What follows belongs to an exercise in optimizing a design on an open flow for small area, a short achievable clock period and few clock cycles; a production flow would make more cautious choices. RTL that was checked went through simulation tests only; none was proved equivalent to the original. Function not checked in run 1: the RTL went through the layout flow alone.

==> flow/design.v (outline; a module is shown in full before it is edited, if it fits) <==
// module fundamental_milestone: 1564 lines
// module m1_fa: 4 lines
// module m1_ha: 4 lines
module fundamental_milestone (
		input logic Clock_50,
		input logic Resetn,
		input logic m1_enable,
		input logic [15:0] SRAM_read_data,
		output logic [15:0] SRAM_write_data,
		output logic SRAM_we_n,
		output logic [17:0] SRAM_address,
		output logic m1_disable
		);
  // ...
==> flow/flow/run.sh <==
#!/bin/bash
set -euo pipefail
cat >> config.mk <<'EOC'
export SETUP_SLACK_MARGIN = 11.8
EOC
bash standard.sh > standard.log 2>&1
==> flow/standard.sh <==
#!/bin/bash
# synth_recipe.tcl (not shown) runs the flow's synth.tcl, then flattens the netlist and writes it again
# the make line also repeats each setting of config.mk as NAME=value (left out here)
make -C /OpenROAD-flow-scripts/flow DESIGN_CONFIG=/design/flow/config.mk WORK_HOME=/design/flow/orfs CLKGATE_MAP_FILE= SYNTH_SCRIPT=/design/flow/synth_recipe.tcl "${@:-finish}"
==> flow/config.mk <==
export PLATFORM = sky130hd
export DESIGN_NAME = fundamental_milestone
export DESIGN_NICKNAME = fundamental_milestone
export VERILOG_FILES = /design/flow/design.v
export SDC_FILE = /design/flow/constraint.sdc
export NUM_CORES = 4
export LEC_CHECK = 0
export CAP_MARGIN = 20
export CORE_MARGIN = 2
export CORE_UTILIZATION = 40
export CTS_CLUSTER_DIAMETER = 60
export CTS_CLUSTER_SIZE = 30
export PLACE_DENSITY = 0.6
export SLEW_MARGIN = 20
export SYNTH_HIERARCHICAL = 1
export SYNTH_MINIMUM_KEEP_SIZE = 0
export SETUP_SLACK_MARGIN = 11.8
==> flow/constraint.sdc <==
create_clock -name core_clock -period 16.0 [get_ports {Clock_50}]
set_input_delay 3.2000 -clock core_clock [delete_from_list [all_inputs] [get_ports {Clock_50}]]
set_output_delay 3.2000 -clock core_clock [all_outputs]
set_load 0.01 [all_outputs]
==> run notes, run 1 <==
- FF-to-FF Start: p1[6]$_DFF_P_
- Final hold violations: 0
- Synth Flop Type: dfxtp_1
- GR Layer Usage met3: around 2.8%
- Worst reg2reg endpoint: fv[7]$_DFFE_PP_
- Die area: 0.0608 mm^2
- Leading area contributor after synthesis: fa_1
- Commonest non-fill, non-tap cell in the layout: fa_1
- Sequential cell area share: between 30 and 40%
- DRT Pass-1 Iters: 6
- Pin count of the biggest net entering global routing: 57
- Max clock buf depth: 3
- Cell Chain, Critical Path: buf_6
- DR vias: approximately 15k
- Status: finished clean
- Clkbuf count: 37
- Final worst-path setup slack: between 10 and 15 ns
- Clock-pin slew on the worst setup and hold paths: 0.09 ns
- Area fraction of the dominant cell type after synthesis: between 20% and 30%
- Critical Path Start: SRAM_we_n$_DFF_PN1_
- Final Critical Period: around 4.4 ns
- Most used routing layer: met2
- Non-clock buffer share: 4.20%
- Register area: roughly 0.0092 mm^2
- Number of port buffers: between 50 and 60
==> run 2: changes to the inputs <==
--- a/flow/design.v
+++ b/flow/design.v
@@ -93,17 +93,17 @@
 logic [16:0] up;
 logic [16:0] ya;       
 logic [17:0] wp;
 logic [17:0] inc;
 logic [7:0]  us0, us1, us2, us3, us4, us5, us6;    
 logic [7:0]  vs0, vs1, vs2, vs3, vs4, vs5, vs6;    
 logic [15:0] ybuf;
 logic        u_en, u_ld, v_en, v_ld;    
-logic [9:0]  fu, fv;            
+logic [9:0]  fv;                
 logic [7:0]  px_y;
 logic [9:0]  px_u, px_v;        
 logic [10:0] r_a, r_b, g_a, g_b, b_a, b_b;
 logic        r_c, g_c, b_c;
 logic [8:0]  p1, p2, p3;        
 logic [7:0]  hold;
 wire ya_0 = up[1] ^ 1'b1;
 wire ya_1 = up[1] & 1'b1;
@@ -203,17 +203,17 @@
 logic        c01, c02, c12, c32, c43, c42, c54, c53, c52;    
 logic [3:0]  nph;
 logic        n_isv, n_pre, n_first, n_78, n_last;
 logic [7:0]  t0, t1, t2, t3, t4, t5;
 logic [7:0]  s0, s1, s2, s3, s4, s5;
 always_comb begin
 	nph = ph + 4'd1;
 	n_isv = (nph == 4'd1) || (nph == 4'd7);
-	n_pre = (nph == 4'd5) || (nph == 4'd7);
+	n_pre = (nph == 4'd7) || (nph == 4'd9);
 	if (n_pre) begin
 		n_first = (col == 7'd79);
 		n_78    = 1'b0;
 		n_last  = (col == 7'd78);
 	end else begin
 		n_first = (col == 7'd0);
 		n_78    = (col == 7'd78);
 		n_last  = (col == 7'd79);
@@ -1549,40 +1549,40 @@
 wire db_59 = db_16 ^ db_47;
 wire db_60 = db_18 ^ db_48;
 wire db_61 = db_20 ^ db_49;
 assign b_s = {db_61, db_60, db_59, db_58, db_57, db_56, db_55, db_54, db_53, db_52, db_51};
 logic [7:0] q_r, q_g, q_b;
 assign q_r = r_s[10] ? 8'd0 : (r_s[9] | r_s[8]) ? 8'd255 : r_s[7:0];
 assign q_g = g_s[10] ? 8'd0 : (g_s[9] | g_s[8]) ? 8'd255 : g_s[7:0];
 assign q_b = b_s[10] ? 8'd0 : (b_s[9] | b_s[8]) ? 8'd255 : b_s[7:0];
+always_ff @(posedge Clock_50) begin
+	if (!running) begin
+		ph <= 4'd6;
+		warm <= 2'd0;
+		col <= 7'd77;
+	end else begin
+		ph <= (ph == 4'd9) ? 4'd0 : ph + 4'd1;
+		if (ph == 4'd9) begin
+			if (!wr_en) warm <= warm + 2'd1;
+			col <= (col == 7'd79) ? 7'd0 : col + 7'd1;
+		end
+	end
+end
 always_ff @(posedge Clock_50 or negedge Resetn) begin
 	if (!Resetn) begin
 		running <= 1'b0;
 		SRAM_we_n <= 1'b1;
 		m1_disable <= 1'b0;
-		ph <= 4'd0;
-		warm <= 2'd0;
-		col <= 7'd0;
 	end else begin
 		m1_disable <= 1'b0;
 		if (!running) begin
 			SRAM_we_n <= 1'b1;
-			if (m1_enable) begin
-				running <= 1'b1;
-				ph <= 4'd6;
-				warm <= 2'd0;
-				col <= 7'd77;
-			end
+			if (m1_enable) running <= 1'b1;
 		end else begin
-			ph <= (ph == 4'd9) ? 4'd0 : ph + 4'd1;
-			if (ph == 4'd9) begin
-				if (!wr_en) warm <= warm + 2'd1;
-				col <= (col == 7'd79) ? 7'd0 : col + 7'd1;
-			end
 			case (ph)
 				4'd1, 4'd2, 4'd3, 4'd6, 4'd7, 4'd8: SRAM_we_n <= ~wr_en;
 				default: SRAM_we_n <= 1'b1;
 			endcase
 			if (ph == 4'd8 && wr_en && SRAM_address == 18'h3FFFE) begin
 				m1_disable <= 1'b1;
 				running <= 1'b0;
 			end
@@ -1601,37 +1601,36 @@
 			4'd5: SRAM_address <= {1'b0, up[16:8] + 9'h4B, up[7:0]};    
 			4'd1, 4'd6: SRAM_address <= wp;
 			default: SRAM_address <= inc;
 		endcase
 		if (ph == 4'd0) up <= inc[16:0];
 		if ((ph == 4'd4 || ph == 4'd9) && wr_en) wp <= inc;
 	end
 	if (ph == 4'd3 || ph == 4'd7) ybuf <= SRAM_read_data;
-	u_en <= (ph == 4'd1) || (ph == 4'd2);
+	u_en <= (ph == 4'd1) || (ph == 4'd3);
 	u_ld <= (ph == 4'd1);
 	v_en <= (ph == 4'd0) || (ph == 4'd7);
 	v_ld <= (ph == 4'd7);
 	if (u_en) begin
 		us0 <= us1; us1 <= us2; us2 <= us3; us3 <= us4; us4 <= us5;
 		us5 <= u_ld ? SRAM_read_data[15:8] : us6;
 		us6 <= SRAM_read_data[7:0];
 	end
 	if (v_en) begin
 		vs0 <= vs1; vs1 <= vs2; vs2 <= vs3; vs3 <= vs4; vs4 <= vs5;
 		vs5 <= v_ld ? SRAM_read_data[15:8] : vs6;
 		vs6 <= SRAM_read_data[7:0];
 	end
 	p1 <= p1_d; p2 <= p2_d; p3 <= p3_d;
-	if (ph == 4'd4 || ph == 4'd6) fu <= fout;
 	if (ph == 4'd2 || ph == 4'd8) fv <= fout;
 	case (ph)
-		4'd9: begin px_y <= ybuf[15:8]; px_u <= {2'b00, us2}; px_v <= {2'b00, vs1}; end
-		4'd4: begin px_y <= ybuf[15:8]; px_u <= {2'b00, us1}; px_v <= {2'b00, vs1}; end
-		default: begin px_y <= ybuf[7:0]; px_u <= fu; px_v <= fv; end
+		4'd9, 4'd4: begin px_y <= ybuf[15:8]; px_u <= {2'b00, us2}; px_v <= {2'b00, vs1}; end
+		4'd0, 4'd5: begin px_y <= ybuf[7:0];  px_u <= fout;          px_v <= fv; end
+		default:    begin px_y <= ybuf[7:0];                          px_v <= fv; end
 	endcase
 	r_a <= r_a_d; r_b <= r_b_d; r_c <= r_c_d;
 	g_a <= g_a_d; g_b <= g_b_d; g_c <= g_c_d;
 	b_a <= b_a_d; b_b <= b_b_d; b_c <= b_c_d;
 	case (ph)
 		4'd1, 4'd6: begin SRAM_write_data <= {q_r, q_g}; hold <= q_b; end
 		4'd2, 4'd7: SRAM_write_data <= {hold, q_r};
 		default:    SRAM_write_data <= {q_g, q_b};    
==> run 2 against run 1 <==
Die area decreased by 0.99%. Still clean on timing, DRC and antenna. Register-to-register slack got worse by 0.26 ns. Non-clock buffer count shrank 11. Highest routed layer unchanged.
==> run notes, run 2 <==
- Post-route ant nets: 0 (unchanged)
- Post-synthesis sequential area ratio: 38.0% (was 38.8%)
- Worst path bufs/invs: 1 (unchanged)
- All-layer global routing usage: 19.4% (was 18.4%)
- Area fraction of the dominant cell type after synthesis: 24.2% (was 24.0%)
- Avg Inst Size Synth: 12.0 um^2 (was 11.9 um^2)
- Vias/cell: 5.27 (was 5.21)
- GPL Wtd Cong: 0.896 (was 0.871)
- Ports: 55 (unchanged)
- Most frequent cell after synthesis: fa_1 (unchanged)
- Die area: 0.0602 mm^2 (was 0.0608 mm^2)
- Post-Syn Instances: 1945 (was 1975)
- Synth Net Count: 2420 (was 2450)
- Root Buffer: clkbuf_16 (unchanged)
- Critical path's top delay family: flip-flops (unchanged)
- Post-Route WL: 57100 um (was 55100 um)
- Final slew viol count: 0 (unchanged)
- Vias in the first global route: 15.9k (about the same)
- Synth Register Bits: 364 (was 374)
- Starting density of the core: 40.4% (was 40.7%)
- Max frequency: 0.228 GHz (was 0.226 GHz)
- Synth top cells by count: fa_1 (282), inv_1 (225), dfxtp_1 (205) (was fa_1 (282), inv_1 (226), dfxtp_1 (202))
- Setup CP Type: flip-flop to primary output (unchanged)
- Synth-to-Final Area Change: 14.3% (about the same)
- Slew @ Worst Pin: 1.01 ns (was 0.989 ns)
- Biggest regs: SRAM_address (18), wp (18), up (17) (unchanged)
- Status: finished clean (unchanged)
- Setup TNS: 0 ns (unchanged)
- Diodes inserted: 0 (was 1)
- Crit path DAT: 1.19 ns (was 1.22 ns)
- Clk latency of the worst-skew pair: 0.58 ns (was 0.57 ns)
- Clock-pin slew on the worst setup and hold paths: 0.08 ns (was 0.09 ns)
- Max clock buf depth: 3 (unchanged)
- Die X: 245 um (was 247 um)
- Core area: 0.0577 mm^2 (was 0.0579 mm^2)
- Final setup fails: 0 (unchanged)
- Maximum fanout along the worst path: 1 (unchanged)
- Gr ovfl total: 0 (unchanged)
- Hold Crit Class: flip-flop to flip-flop (unchanged)
- CP Launch Type: flip-flop (unchanged)
- YS warnings: 7 (unchanged)
- Commonest non-fill, non-tap cell in the layout: fa_1 (unchanged)
- Leading area contributor after synthesis: fa_1 (unchanged)
- Most frequent cells in the layout: fa_1 (268), inv_1 (216), dfxtp_1 (170) (was fa_1 (274), inv_1 (220), ha_1 (167))
- Async S/R FF share, synth: 0.824% (was 4.28%)
- Pre-CTS WS: 11.48 ns (was 11.39 ns)
- Synth Flop Type: dfxtp_1 (unchanged)
- Synth top area cells: fa_1 (24%), edfxtp_1 (20%), dfxtp_1 (18%) (was fa_1 (24%), edfxtp_1 (20%), dfxtp_1 (17%))
- RSZ-0062 raised after global routing: yes (unchanged)
- Max Cap Viol: 0 (unchanged)
- DRT Pass-1 Iters: 5 (was 6)
- Slowest stage delay, CP: 0.53 ns (was 0.55 ns)
- Final worst-path setup slack: 11.61 ns (was 11.58 ns)
- Post-DP HPWL: 42200 um (was 40900 um)
- Number of port buffers: 54 (unchanged)
- CTS H-Tree Depth: 2 (unchanged)
- Yosys cell types: 79 (was 69)
- CTS tree: done (unchanged)
- Period Utilization, post-route: 27.4% (was 27.6%)
- Per-cell routed wire length: 20.1 um (was 19.1 um)
- Cts bufs inserted: 34 (unchanged)
- Pin count of the biggest net entering global routing: 57 (unchanged)
- FP Rows: 88 (unchanged)
- Final Skew: 0.0451 ns (was 0.0251 ns)
- Final hold violations: 0 (unchanged)
- Global-route wire length before repair: 90200 um (was 87300 um)
- Starting DRT DRC Count: 914 (was 1055)
- Number of fill cells in the layout: 5251 (was 5298)
- Worst slew margin: 32.1% (was 33.8%)
- Layout cells sized above 1: 15.8% (was 16.0%)
- DR vias: 15.0k (about the same)
- Final nets: 2525 (was 2563)
- Worst path slowest cell: dfstp_2 (unchanged)
- Drt drc: 0 (unchanged)
- Req. time, crit path: 12.80 ns (about the same)
- Mapped Area: 0.0233 mm^2 (was 0.0236 mm^2)
- Cell Chain, Critical Path: buf_6 (unchanged)
- Final Critical Period: 4.39 ns (was 4.42 ns)
- Crit. End Element: primary output (unchanged)
- Die Ht: 245 um (was 247 um)
- Initial antenna violation count: 0 (was 1)
- EDFF count, synth: 156 (unchanged)
- Clock Sinks: 364 (was 374)
==> run 2: layer usage <==
| layer | wire (um) | GRT usage [%] | up-vias |
|---|---|---|---|
| li1 | - | - | 6897 |
| met1 | 25100 | 25.5 | 7645 |
| met2 | 28200 | 33.3 | 330 |
| met3 | 2190 | 2.55 | 93 |
| met4 | 1650 | 6.10 | 0 |
| met5 | 0 | 0 | - |
==> run 2: modules after synthesis (local to each module, per instance) <==
module                 cell area (um^2)  flops+latches  cells
m1_fa                              20.0              0      1
m1_ha                              12.5              0      1
fundamental_milestone             17500            364   1632
==> run 2: final timing paths <==
check | end | slack [ns] | start | cells past startpoint
worst max-delay path | SRAM_we_n | 11.61 | SRAM_we_n$_DFF_PN1_ | 1
worst min-delay path | us2[5]$_DFFE_PP_ | 0.45 | us3[5]$_DFFE_PP_ | 0
worst max register to register | px_u[6]$_DFFE_PP_ | 11.62 | p1[5]$_DFF_P_ | 14
worst min register to register | us2[5]$_DFFE_PP_ | 0.45 | us3[5]$_DFFE_PP_ | 0
max in group asynchronous | SRAM_we_n$_DFF_PN1_ | 12.95 | Resetn | 1
min in group asynchronous | running$_DFF_PN0_ | 2.82 | Resetn | 1
==> run 2: logic make-up (layout without fill, tap and decap cells) <==
family | after synthesis | in the layout | synth area share (%)
AOI/OAI and AO/OA | 320 | 320 | 9.07
xor gates and xnor gates | 52 | 52 | 1.95
adders and majority gates | 461 | 461 | 33.8
buffers and inverters | 281 | 411 | 4.54
DFF | 364 | 364 | 38.0
muxes | 102 | 102 | 5.40
and+or+nand+nor | 365 | 365 | 7.25
==> run 2: final cells by class <==
| cell class | instances | area [um^2] | share of cell area (%) |
|---|---|---|---|
| clock buffer | 37 | 915 | 3.43 |
| inverter | 227 | 866 | 3.25 |
| multi-input combinational | 1300 | 13700 | 51.3 |
| tap | 765 | 957 | 3.59 |
| clock inverter | 24 | 288 | 1.08 |
| timing repair buffer | 123 | 1020 | 3.83 |
| sequential | 364 | 8940 | 33.5 |
==> run 2: timing repair <==
action                                  in CTS  in global routing
pin swaps                                   15                 13
setup buffers                               32                 21
gates resized for setup                    221                 38
endpoints found under the setup margin      50                 55
hold buffers                                 0                  0
==> run 2: per-stage QoR <==
stage | util [%] | hold WS, ns | cells | cell area [um^2]
global placement | 43.0 | 0.433 | 2726 | 24800
global route | 46.2 | 0.459 | 2840 | 26700
CTS | 45.7 | 0.444 | 2819 | 26300
finish | 46.2 | 0.448 | 2840 | 26700
detailed placement | 43.0 | 0.429 | 2726 | 24800
floorplan | - | 0.418 | 1945 | 23400
Testbench counts of run 2, summed over its fixed seeds: cycles 1,536,200.
==> run 3: changes to the inputs <==
--- a/flow/config.mk
+++ b/flow/config.mk
@@ -8,8 +8,8 @@
 export CAP_MARGIN = 20
 export CORE_MARGIN = 2
 export CORE_UTILIZATION = 40
-export CTS_CLUSTER_DIAMETER = 60
-export CTS_CLUSTER_SIZE = 30
+export CTS_CLUSTER_DIAMETER = 70
+export CTS_CLUSTER_SIZE = 36
 export PLACE_DENSITY = 0.6
 export SLEW_MARGIN = 20
 export SYNTH_HIERARCHICAL = 1
==> run 3 against run 2 <==
Still clean. Synthesized cell count is the same. Fmax down 0.34%. Non-clock buffer count fell by 1. Worst setup slack worse by 0.015 ns. Final cell count shrank 0.35%. Via count fell by 0.41%.
==> run notes, run 3 <==
- DRT Pass-1 Iters: 7 (was 5)
- All-layer global routing usage: 19.2% (was 19.4%)
- Highest routed layer: met4 (unchanged)
- Vias/cell: 5.27 (about the same)
- Critical path depth: 1 (unchanged)
- R2r setup slk: 11.64 ns (was 11.62 ns)
- Crit path DAT: 1.20 ns (was 1.19 ns)
- Final Critical Period: 4.40 ns (was 4.39 ns)
- Die area: 0.0602 mm^2 (unchanged)
- Critical Path Start: SRAM_we_n$_DFF_PN1_ (unchanged)
- Status: finished clean (unchanged)
- Cts bufs inserted: 28 (was 34)
- Global-route wire length before repair: 89700 um (was 90200 um)
- EDFF count, synth: 156 (unchanged)
- FP Rows: 88 (unchanged)
- Commonest non-fill, non-tap cell in the layout: fa_1 (unchanged)
- Register area: 0.00894 mm^2 (about the same)
- Worst slew margin: 31.7% (was 32.1%)
- Leading area contributor after synthesis: fa_1 (unchanged)
- CTS tree: done (unchanged)
- Post-route ant nets: 0 (unchanged)
- Post-DP HPWL: 42200 um (unchanged)
- Maximum fanout along the worst path: 1 (unchanged)
- Setup TNS: 0 ns (unchanged)
- Post-layout util: 46.0% (was 46.2%)
- Worst reg2reg endpoint: px_u[6]$_DFFE_PP_ (unchanged)
- Post-Syn Instances: 1945 (unchanged)
- Most frequent cells in the layout: fa_1 (265), inv_1 (219), dfxtp_1 (165) (was fa_1 (268), inv_1 (216), dfxtp_1 (170))
- Diodes inserted: 0 (unchanged)
- Synth top area cells: fa_1 (24%), edfxtp_1 (20%), dfxtp_1 (18%) (unchanged)
- Per-cell routed wire length: 20.1 um (about the same)
- Fin Hold WS: 0.456 ns (was 0.448 ns)
- Starting DRT DRC Count: 1081 (was 914)
- Final slew viol count: 0 (unchanged)
- Final nets: 2518 (was 2525)
- Avg Inst Size Synth: 12.0 um^2 (unchanged)
- Die Ht: 245 um (unchanged)
- Yosys cell types: 79 (unchanged)
- Final worst-path setup slack: 11.60 ns (was 11.61 ns)
- GPL Wtd Cong: 0.896 (unchanged)
- Area fraction of the dominant cell type after synthesis: 24.2% (unchanged)
- Placed cells: 2726 (unchanged)
- Post-synthesis sequential area ratio: 38.0% (unchanged)
- Drt drc: 0 (unchanged)
- Final hold violations: 0 (unchanged)
- Pre-CTS WS: 11.48 ns (unchanged)
- Layout cells sized above 1: 15.8% (about the same)
- Multi-input logic area: 0.0137 mm^2 (about the same)
- Gr ovfl total: 0 (unchanged)
- DR vias: 14.9k (was 15.0k)
- CP Launch Type: flip-flop (unchanged)
- CTS H-Tree Depth: 1 (was 2)
- Setup CP Type: flip-flop to primary output (unchanged)
- Reg2Reg Depth: 14 (unchanged)
- Max Cap Viol: 0 (unchanged)
- Synth Flop Type: dfxtp_1 (unchanged)
- RSZ-0062 raised after global routing: yes (unchanged)
- Worst path slowest cell: dfstp_2 (unchanged)
- Hold Crit Class: flip-flop to flip-flop (unchanged)
- Period Utilization, post-route: 27.5% (was 27.4%)
- Number of port buffers: 54 (unchanged)
- Met3 wire len: 2380 um (was 2190 um)
- Post-Route WL: 56900 um (was 57100 um)
- Clock Sinks: 364 (unchanged)
- Slowest stage delay, CP: 0.53 ns (about the same)
- Req. time, crit path: 12.80 ns (about the same)
- Synth Net Count: 2420 (unchanged)
- Final setup fails: 0 (unchanged)
- Max frequency: 0.227 GHz (was 0.228 GHz)
- Design area: 0.0265 mm^2 (was 0.0267 mm^2)
- Ports: 55 (unchanged)
- Mapped Area: 0.0233 mm^2 (unchanged)
- Core area: 0.0577 mm^2 (unchanged)
- DP Area: 0.0248 mm^2 (unchanged)
- Number of fill cells in the layout: 5259 (was 5251)
- Starting density of the core: 40.4% (unchanged)
- Die X: 245 um (unchanged)
- Final Skew: 0.0246 ns (was 0.0451 ns)
- Clk latency of the worst-skew pair: 0.59 ns (was 0.58 ns)
- Biggest regs: SRAM_address (18), wp (18), up (17) (unchanged)
- Critical path's top delay family: flip-flops (unchanged)
- Async S/R FF share, synth: 0.824% (unchanged)
- Worst path bufs/invs: 1 (unchanged)
- Hold_sp: vs3[1]$_DFFE_PP_ (was us3[5]$_DFFE_PP_)
- # hold bufs at CTS: 0 (unchanged)
- Vias in the first global route: 15.9k (about the same)
- Synth-to-Final Area Change: 13.8% (was 14.3%)
- Initial antenna violation count: 0 (unchanged)
- Routed wl met2: 27600 um (was 28200 um)
- Worst Hold End: vs2[1]$_DFFE_PP_ (was us2[5]$_DFFE_PP_)
- Most frequent cell after synthesis: fa_1 (unchanged)
- Max clock buf depth: 3 (unchanged)
- Crit. End Element: primary output (unchanged)
- Clock-pin slew on the worst setup and hold paths: 0.09 ns (was 0.08 ns)
- WHS Path Cells: 0 (unchanged)
- Pin count of the biggest net entering global routing: 57 (unchanged)
- Met1 Wirelength: 25000 um (was 25100 um)
- YS warnings: 7 (unchanged)
- Root Buffer: clkbuf_16 (unchanged)
- Cell Chain, Critical Path: buf_6 (unchanged)
- Synth Register Bits: 364 (unchanged)
- Synth top cells by count: fa_1 (282), inv_1 (225), dfxtp_1 (205) (unchanged)
- Slew @ Worst Pin: 1.02 ns (was 1.01 ns)
- FF-to-FF Start: p1[5]$_DFF_P_ (unchanged)
- Post-Layout Cell Count: 2830 (was 2840)
## run 3: cell counts after synthesis
Identical to the previous run, type by type.
## run 3: how the worst max path moves through the flow
stage,to,slack [ns]
finish,SRAM_we_n,11.60
global route,px_u[7]$_DFFE_PP_,11.54
CTS,SRAM_we_n,11.56
detailed placement,px_u[7]$_DFFE_PP_,11.48
global placement,px_u[7]$_DFFE_PP_,11.52
floorplan,px_u[7]$_DFFE_PP_,11.72
## run 3: Yosys stat by module, one instance, submodules excluded
module                 times used  cells inside
fundamental_milestone           1          1632
m1_fa                         260             1
m1_ha                          53             1
## run 3: layout make-up
| type | instances | area share, % |
|---|---|---|
| clock buffers | 29 | 2.74 |
| clock inverters | 23 | 1.36 |
| inverters | 227 | 3.24 |
| multi-input cells | 1300 | 51.5 |
| flip-flops and latches | 364 | 33.7 |
| well taps | 765 | 3.61 |
| repair buffers | 122 | 3.82 |
## run 3: logic make-up (layout without fill, tap and decap cells)
| kind of cell | count (synthesis) | count (layout) | synth area share, % |
|---|---|---|---|
| XOR/XNOR | 52 | 52 | 1.95 |
| multiplexers | 102 | 102 | 5.40 |
| AND/OR/NAND/NOR | 365 | 365 | 7.25 |
| AO/OA/AOI/OAI | 320 | 320 | 9.07 |
| adder cells (fa/ha/maj) | 461 | 461 | 33.8 |
| buffers and inverters | 281 | 401 | 4.54 |
| flip-flops | 364 | 364 | 38.0 |
## run 3: what timing repair did
| item | CTS | global route |
|---|---|---|
| setup buffers | 33 | 19 |
| pin swaps | 16 | 10 |
| endpoints found under the setup margin | 50 | 54 |
| gates resized for setup | 215 | 49 |
## run 3: layer usage
layer  vias to the layer above  GRT usage [%]
li1                       6880              -
met1                      7555           25.7
met2                       365           32.5
met3                       103           2.22
met4                         0           6.29
met5                         -              0
==> run 4: changes to the inputs <==
==> flow/flow/run.sh (replaced) <==
#!/bin/bash
set -euo pipefail
cat >> config.mk <<'EOC'
export SETUP_SLACK_MARGIN = 12.0
EOC
bash standard.sh > standard.log 2>&1
--- a/flow/config.mk
+++ b/flow/config.mk
@@ -14,4 +14,4 @@
 export SLEW_MARGIN = 20
 export SYNTH_HIERARCHICAL = 1
 export SYNTH_MINIMUM_KEEP_SIZE = 0
-export SETUP_SLACK_MARGIN = 11.8
+export SETUP_SLACK_MARGIN = 12.0
==> run 4 against run 3 <==
Area after synthesis is the same. Synthesized cell count is the same. Count of clock-buffer cells in the layout grew 5. Critical endpoint unchanged. Still clean. First-iteration DRC count shrank 9.9%.
==> run notes, run 4 <==
- Critical path depth: 1 (unchanged)
- Post-Syn Instances: 1945 (unchanged)
- Most frequent cells in the layout: fa_1 (263), inv_1 (213), dfxtp_1 (162) (was fa_1 (265), inv_1 (219), dfxtp_1 (165))
- Diodes inserted: 0 (unchanged)
- R2r setup slk: 11.61 ns (was 11.64 ns)
- Post-Route WL: 57000 um (was 56900 um)
- Worst reg2reg endpoint: px_u[5]$_DFFE_PP_ (was px_u[6]$_DFFE_PP_)
- Die Ht: 245 um (unchanged)
- Slowest stage delay, CP: 0.53 ns (about the same)
- Crit path DAT: 1.23 ns (was 1.20 ns)
- Vias in the first global route: 15.8k (was 15.9k)
- EDFF count, synth: 156 (unchanged)
- Final slew viol count: 0 (unchanged)
- Initial antenna violation count: 0 (unchanged)
- All-layer global routing usage: 19.3% (was 19.2%)
- GPL Wtd Cong: 0.848 (was 0.896)
- Synth top cells by count: fa_1 (282), inv_1 (225), dfxtp_1 (205) (unchanged)
- Post-synthesis sequential area ratio: 38.0% (unchanged)
- Fin Hold WS: 0.454 ns (was 0.456 ns)
- Synth Net Count: 2420 (unchanged)
- Biggest regs: SRAM_address (18), wp (18), up (17) (unchanged)
- Cell Chain, Critical Path: buf_6 (unchanged)
- Reg2Reg Depth: 14 (unchanged)
- Layout cells sized above 1: 17.3% (was 15.8%)
- Synth Flop Type: dfxtp_1 (unchanged)
- Mapped Area: 0.0233 mm^2 (unchanged)
- Per-cell routed wire length: 20.1 um (about the same)
- RSZ-0062 raised after global routing: yes (unchanged)
- Crit path to: SRAM_we_n (unchanged)
- Pin count of the biggest net entering global routing: 57 (unchanged)
- Leading area contributor after synthesis: fa_1 (unchanged)
- DRT Pass-1 Iters: 5 (was 7)
- CP Launch Type: flip-flop (unchanged)
- Async S/R FF share, synth: 0.824% (unchanged)
- Yosys cell types: 79 (unchanged)
- Most frequent cell after synthesis: fa_1 (unchanged)
- Period Utilization, post-route: 27.7% (was 27.5%)
- Final Skew: 0.0200 ns (was 0.0246 ns)
- Drt drc: 0 (unchanged)
- Gr ovfl total: 0 (unchanged)
- Critical path's top delay family: flip-flops (unchanged)
- Clock-pin slew on the worst setup and hold paths: 0.09 ns (about the same)
- Ports: 55 (unchanged)
- Maximum fanout along the worst path: 1 (unchanged)
- Setup TNS: 0 ns (unchanged)
- Max clock buf depth: 3 (unchanged)
- Number of port buffers: 54 (unchanged)
- Synth-to-Final Area Change: 14.5% (was 13.8%)
- FF-to-FF Start: p1[5]$_DFF_P_ (unchanged)
- Vias/cell: 5.22 (was 5.27)
- Starting density of the core: 40.4% (unchanged)
- Slew @ Worst Pin: 1.06 ns (was 1.02 ns)
- Commonest non-fill, non-tap cell in the layout: fa_1 (unchanged)
- Crit. End Element: primary output (unchanged)
- Avg Inst Size Synth: 12.0 um^2 (unchanged)
- Setup CP Type: flip-flop to primary output (unchanged)
- Req. time, crit path: 12.80 ns (about the same)
- Synth Register Bits: 364 (unchanged)
- Post-DP HPWL: 42500 um (was 42200 um)
- Worst path slowest cell: dfstp_2 (unchanged)
- Cts bufs inserted: 30 (was 28)
- Number of fill cells in the layout: 5238 (was 5259)
- Area fraction of the dominant cell type after synthesis: 24.2% (unchanged)
- Clock Sinks: 364 (unchanged)
- Starting DRT DRC Count: 974 (was 1081)
- Max frequency: 0.226 GHz (was 0.227 GHz)
- Die X: 245 um (unchanged)
- Global-route wire length before repair: 89700 um (about the same)
- Post-route ant nets: 0 (unchanged)
- CTS H-Tree Depth: 1 (unchanged)
- Status: finished clean (unchanged)
- Root Buffer: clkbuf_16 (unchanged)
- Final Critical Period: 4.43 ns (was 4.40 ns)
- CTS tree: done (unchanged)
- Worst path bufs/invs: 1 (unchanged)
- YS warnings: 7 (unchanged)
- Max Cap Viol: 0 (unchanged)
- Final hold violations: 0 (unchanged)
- Final nets: 2519 (was 2518)
- DR vias: 14.8k (was 14.9k)
- # hold bufs at CTS: 0 (unchanged)
- Critical Path Start: SRAM_we_n$_DFF_PN1_ (unchanged)
- Synth top area cells: fa_1 (24%), edfxtp_1 (20%), dfxtp_1 (18%) (unchanged)
- Final setup fails: 0 (unchanged)
- Worst slew margin: 29.3% (was 31.7%)
- Clk latency of the worst-skew pair: 0.61 ns (was 0.59 ns)
- Hold Crit Class: flip-flop to flip-flop (unchanged)
- Die area: 0.0602 mm^2 (unchanged)
- FP Rows: 88 (unchanged)
- Core area: 0.0577 mm^2 (unchanged)
run 4: cell counts after synthesis:
No cell type changed its count.
run 4: metal layers:
metal | part of all wire, % | vias up | track usage [%]
li1 | - | 6893 | -
met1 | 43 | 7501 | 24.6
met2 | 50 | 304 | 34.0
met3 | 4.2 | 81 | 2.92
met4 | 2.6 | 0 | 5.17
met5 | 0 | - | 0
run 4: area by class of cell:
type	instances	area, um^2	share of cell area (%)
multi-input cells	1300	13800	51.5
flip-flops and latches	364	8950	33.5
repair buffers	121	1040	3.88
well taps	765	957	3.58
inverters	227	875	3.28
clock buffers	34	797	2.98
clock inverters	22	337	1.26
run 4: worst min path at each step:
stage | start | end | slack (ns) | depth (start not counted)
floorplan | us5[1]$_DFFE_PP_ | us4[1]$_DFFE_PP_ | 0.42 | 0
global placement | vs4[7]$_DFFE_PP_ | vs3[7]$_DFFE_PP_ | 0.43 | 0
detailed placement | us4[7]$_DFFE_PP_ | us3[7]$_DFFE_PP_ | 0.43 | 0
CTS | us4[7]$_DFFE_PP_ | us3[7]$_DFFE_PP_ | 0.45 | 0
global route | us5[3]$_DFFE_PP_ | us4[3]$_DFFE_PP_ | 0.46 | 0
finish | vs2[0]$_DFFE_PP_ | vs1[0]$_DFFE_PP_ | 0.45 | 0
run 4: repair_timing:
item | CTS | global route
setup buffers | 38 | 14
cloned | 0 | 0
pin swaps | 19 | 32
setup endpoints to repair | 61 | 56
gates resized for setup | 228 | 63
run 4: stage by stage:
step / area, um^2 / cells / setup slack (ns) / utilization, %
2_1_floorplan: 23400 / 1945 / 11.74 / -
3_3_place_gp: 24800 / 2725 / 11.60 / 43.0
3_5_place_dp: 24800 / 2725 / 11.55 / 43.0
4_1_cts: 26400 / 2819 / 11.54 / 45.7
5_1_grt: 26700 / 2833 / 11.50 / 46.3
6_report: 26700 / 2833 / 11.57 / 46.3
run 4: cell families after synthesis:
group | count (synthesis) | synth area share [%]
adder cells (fa/ha/maj) | 461 | 33.8
AND/OR/NAND/NOR | 365 | 7.25
flip-flops | 364 | 38.0
AO/OA/AOI/OAI | 320 | 9.07
buffers and inverters | 281 | 4.54
multiplexers | 102 | 5.40
XOR/XNOR | 52 | 1.95
run 4: Yosys stat by module, one instance, submodules excluded:
| module | cells | area, um^2 | flops+latches |
|---|---|---|---|
| fundamental_milestone | 1632 | 17500 | 364 |
| m1_fa | 1 | 20.0 | 0 |
| m1_ha | 1 | 12.5 | 0 |
==> run 5: changes to the inputs <==
==> flow/flow/run.sh (replaced) <==
#!/bin/bash
set -euo pipefail
cat >> config.mk <<'EOC'
export SETUP_SLACK_MARGIN = 11.6
EOC
bash standard.sh > standard.log 2>&1
--- a/flow/config.mk
+++ b/flow/config.mk
@@ -14,4 +14,4 @@
 export SLEW_MARGIN = 20
 export SYNTH_HIERARCHICAL = 1
 export SYNTH_MINIMUM_KEEP_SIZE = 0
-export SETUP_SLACK_MARGIN = 12.0
+export SETUP_SLACK_MARGIN = 11.6
==> run 5 against run 4 <==
Via count fell by 0.39%. Clock skew fell by 0.0018 ns. Final cell count fell by 0.78%. Non-clock buffer count fell by 15. Global-route usage fell by 0.39 points. Still clean. Final area fell by 1.8%. Largest cell class unchanged. Critical endpoint is now px_u[7]$_DFFE_PP_. Highest routed layer unchanged. Synthesized cell count did not move. Utilization fell by 0.84 points. Sequential cell count did not move. Die area did not move.
==> run notes, run 5 <==
- Maximum fanout along the worst path: 4 (was 1)
- Critical path depth: 15 (was 1)
- Req. time, crit path: 16.34 ns (was 12.80 ns)
- RSZ-0062 raised after global routing: yes (unchanged)
- Setup CP Type: flip-flop to flip-flop (was flip-flop to primary output)
- Root Buffer: clkbuf_16 (unchanged)
- Vias/cell: 5.24 (was 5.22)
- Crit. End Element: flip-flop (was primary output)
- Final setup fails: 0 (unchanged)
- Most frequent cell after synthesis: fa_1 (unchanged)
- Post-Syn Instances: 1945 (unchanged)
- Synth top cells by count: fa_1 (282), inv_1 (225), dfxtp_1 (205) (unchanged)
- Worst path slowest cell: fa_2 (was dfstp_2)
- Slowest stage delay, CP: 0.58 ns (was 0.53 ns)
- Placed cells: 2728 (was 2725)
- CTS tree: done (unchanged)
- Status: finished clean (unchanged)
- Synth top area cells: fa_1 (24%), edfxtp_1 (20%), dfxtp_1 (18%) (unchanged)
- Yosys cell types: 79 (unchanged)
- Critical path's top delay family: adder cells (was flip-flops)
- Starting DRT DRC Count: 1008 (was 974)
- Clk latency of the worst-skew pair: 0.59 ns (was 0.61 ns)
- Synth Register Bits: 364 (unchanged)
- Clock Sinks: 364 (unchanged)
- Clock-pin slew on the worst setup and hold paths: 0.10 ns (was 0.09 ns)
- Worst reg2reg endpoint: px_u[7]$_DFFE_PP_ (was px_u[5]$_DFFE_PP_)
- Setup TNS: 0 ns (unchanged)
- Final Skew: 0.0182 ns (was 0.0200 ns)
- Synth-to-Final Area Change: 12.4% (was 14.5%)
- Diodes inserted: 0 (unchanged)
- Gr ovfl total: 0 (unchanged)
- Period Utilization, post-route: 28.0% (was 27.7%)
- Max Cap Viol: 0 (unchanged)
- Synth Net Count: 2420 (unchanged)
- Area fraction of the dominant cell type after synthesis: 24.2% (unchanged)
- Async S/R FF share, synth: 0.824% (unchanged)
- All-layer global routing usage: 18.9% (was 19.3%)
- CP Launch Type: flip-flop (unchanged)
- Die X: 245 um (unchanged)
- Commonest non-fill, non-tap cell in the layout: fa_1 (unchanged)
- Worst path bufs/invs: 2 (was 1)
- Initial antenna violation count: 1 (was 0)
- CTS H-Tree Depth: 1 (unchanged)
- EDFF count, synth: 156 (unchanged)
- Pin count of the biggest net entering global routing: 57 (unchanged)
- Register area: 0.00893 mm^2 (was 0.00895 mm^2)
- Final hold violations: 0 (unchanged)
- Die area: 0.0602 mm^2 (unchanged)
- Cell mode on critical path: fa_2
- Reg2Reg Depth: 15 (was 14)
- Post-DP HPWL: 42100 um (was 42500 um)
- Worst slew margin: 27.4% (was 29.3%)
- Vias in the first global route: 15.8k (about the same)
- Hold Crit Class: flip-flop to flip-flop (unchanged)
- Per-cell routed wire length: 19.9 um (was 20.1 um)
- Slew @ Worst Pin: 1.09 ns (was 1.06 ns)
- Post-Layout Cell Count: 2811 (was 2833)
- Ports: 55 (unchanged)
- Final slew viol count: 0 (unchanged)
- YS warnings: 7 (unchanged)
- DP Area: 0.0248 mm^2 (about the same)
- Critical Path Start: p1[8]$_DFF_P_ (was SRAM_we_n$_DFF_PN1_)
- # hold bufs at CTS: 0 (unchanged)
- DRT Pass-1 Iters: 5 (unchanged)
- Die Ht: 245 um (unchanged)
- Post-synthesis sequential area ratio: 38.0% (unchanged)
- Cts bufs inserted: 27 (was 30)
- Design area: 0.0262 mm^2 (was 0.0267 mm^2)
- Post-route ant nets: 0 (unchanged)
- Layout cells sized above 1: 12.7% (was 17.3%)
- Leading area contributor after synthesis: fa_1 (unchanged)
- Multi-input logic area: 0.0136 mm^2 (was 0.0138 mm^2)
- Avg Inst Size Synth: 12.0 um^2 (unchanged)
- Biggest regs: SRAM_address (18), wp (18), up (17) (unchanged)
- FF-to-FF Start: p1[8]$_DFF_P_ (was p1[5]$_DFF_P_)
- R2r setup slk: 11.52 ns (was 11.61 ns)
- Crit path DAT: 4.81 ns (was 1.23 ns)
- Fin Hold WS: 0.450 ns (was 0.454 ns)
- Number of fill cells in the layout: 5290 (was 5238)
- Most frequent cells in the layout: fa_1 (269), inv_1 (224), dfxtp_1 (173) (was fa_1 (263), inv_1 (213), dfxtp_1 (162))
- Synth Flop Type: dfxtp_1 (unchanged)
- FP Rows: 88 (unchanged)
- Drt drc: 0 (unchanged)
- Post-layout util: 45.4% (was 46.3%)
- Final worst-path setup slack: 11.52 ns (was 11.57 ns)
- Crit path to: px_u[7]$_DFFE_PP_ (was SRAM_we_n)
- Number of port buffers: 54 (unchanged)
- GPL Wtd Cong: 0.859 (was 0.848)
- Core area: 0.0577 mm^2 (unchanged)
- Final nets: 2501 (was 2519)
- Max frequency: 0.223 GHz (was 0.226 GHz)
- Final Critical Period: 4.48 ns (was 4.43 ns)
- DR vias: 14.7k (was 14.8k)
- Global-route wire length before repair: 88300 um (was 89700 um)
- Mapped Area: 0.0233 mm^2 (unchanged)
- Cell Chain, Critical Path: ha_4 -> fa_2 -> fa_2 -> fa_2 -> fa_1 -> inv_2 -> ha_4 -> nor3_1 -> a32o_1 -> a31o_2 -> o41ai_4 -> buf_4 -> o21bai_2 -> xor2_1 -> mux2_2 (was buf_6)
- Post-Route WL: 56000 um (was 57000 um)
- Starting density of the core: 40.4% (unchanged)
- Pre-CTS WS: 11.31 ns (was 11.55 ns)
- Max clock buf depth: 3 (unchanged)
## run 5: area by class of cell
type / count / share of cell area, %
multi-input cells: 1300 / 51.8
flip-flops and latches: 364 / 34.1
well taps: 765 / 3.65
repair buffers: 106 / 3.36
inverters: 227 / 3.25
clock buffers: 27 / 2.58
clock inverters: 22 / 1.34
## run 5: per-layer routing
metal	track usage, %	share of wire (%)	vias to the layer above
li1	-	-	6847
met1	24.4	43	7455
met2	33.1	49	330
met3	2.67	4.3	90
met4	5.17	2.9	0
met5	0	0	-
## run 5: how the worst min path moves through the flow
stage	start	endpoint	slack, ns	cells after the start
3_5_place_dp	vs3[7]$_DFFE_PP_	vs2[7]$_DFFE_PP_	0.43	0
4_1_cts	us3[5]$_DFFE_PP_	us2[5]$_DFFE_PP_	0.45	0
5_1_grt	vs2[3]$_DFFE_PP_	vs1[3]$_DFFE_PP_	0.47	0
2_1_floorplan	us5[1]$_DFFE_PP_	us4[1]$_DFFE_PP_	0.42	0
3_3_place_gp	us3[1]$_DFFE_PP_	us2[1]$_DFFE_PP_	0.43	0
6_report	us3[5]$_DFFE_PP_	us2[5]$_DFFE_PP_	0.45	0
## run 5: modules after synthesis, one instance, submodules excluded
module,times used,cells inside,area [um^2],flops+latches
m1_ha,53,1,12.5,0
m1_fa,260,1,20.0,0
fundamental_milestone,1,1632,17500,364
## run 5: what timing repair did
action / in CTS / in global routing
setup buffers: 14 / 20
gates resized for setup: 131 / 37
endpoints found under the setup margin: 46 / 32
pin swaps: 15 / 15
## run 5: worst register-to-register path: cells and delay by family, from the launching register on
kind            cells  cell delay (ns)
compound gates      4             0.78
xor+xnor            1             0.15
fa+ha+maj           6             2.31
buf+inv             2             0.30
flops               1             0.37
mux                 1             0.26
simple gates        1             0.06
## run 5: kinds of logic after synthesis
logic type      synth area share (%)
simple gates                    7.25
fa+ha+maj                       33.8
mux                             5.40
compound gates                  9.07
flops                           38.0
buf+inv                         4.54
xor+xnor                        1.95

[separate check: timing with driven ports]
In the flow no input, the clock included, has a driving cell. The finished layouts below were timed again as built, in two steps. Step 1: set_driving_cell puts a clkbuf_16 on Clock_50 and a buf_2 on each other input, an assumption about the parent block. Step 2 moves the port delays by t, midway between the first and last clock arrival at a register: inputs arrive t later, outputs are due t later. That takes back most of the time a late clock gives input paths. a / b / c = no drivers / after step 1 / after step 2; a / b = the first two.
| run | shift t [ns] | setup slack, ns | hold WS [ns] | cell pins on the clock port's net |
|---|---|---|---|---|
| run 1 | 0.617 | 11.584 / 11.521 / 11.449 | 0.441 / 0.441 / 0.441 | 1 |
| run 2 | 0.615 | 11.614 / 11.556 / 11.619 | 0.448 / 0.448 / 0.448 | 1 |
| run 3 | 0.633 | 11.599 / 11.543 / 11.638 | 0.456 / 0.456 / 0.456 | 1 |
| run 4 | 0.652 | 11.569 / 11.514 / 11.609 | 0.454 / 0.454 / 0.454 | 1 |
| run 5 | 0.633 | 11.525 / 11.525 / 11.525 | 0.450 / 0.450 / 0.450 | 1 |
After both steps setup and hold are still met in every run listed. The setup slack of run 1, which loses most, moves by -0.063 ns with the drivers and by -0.135 ns with both steps.
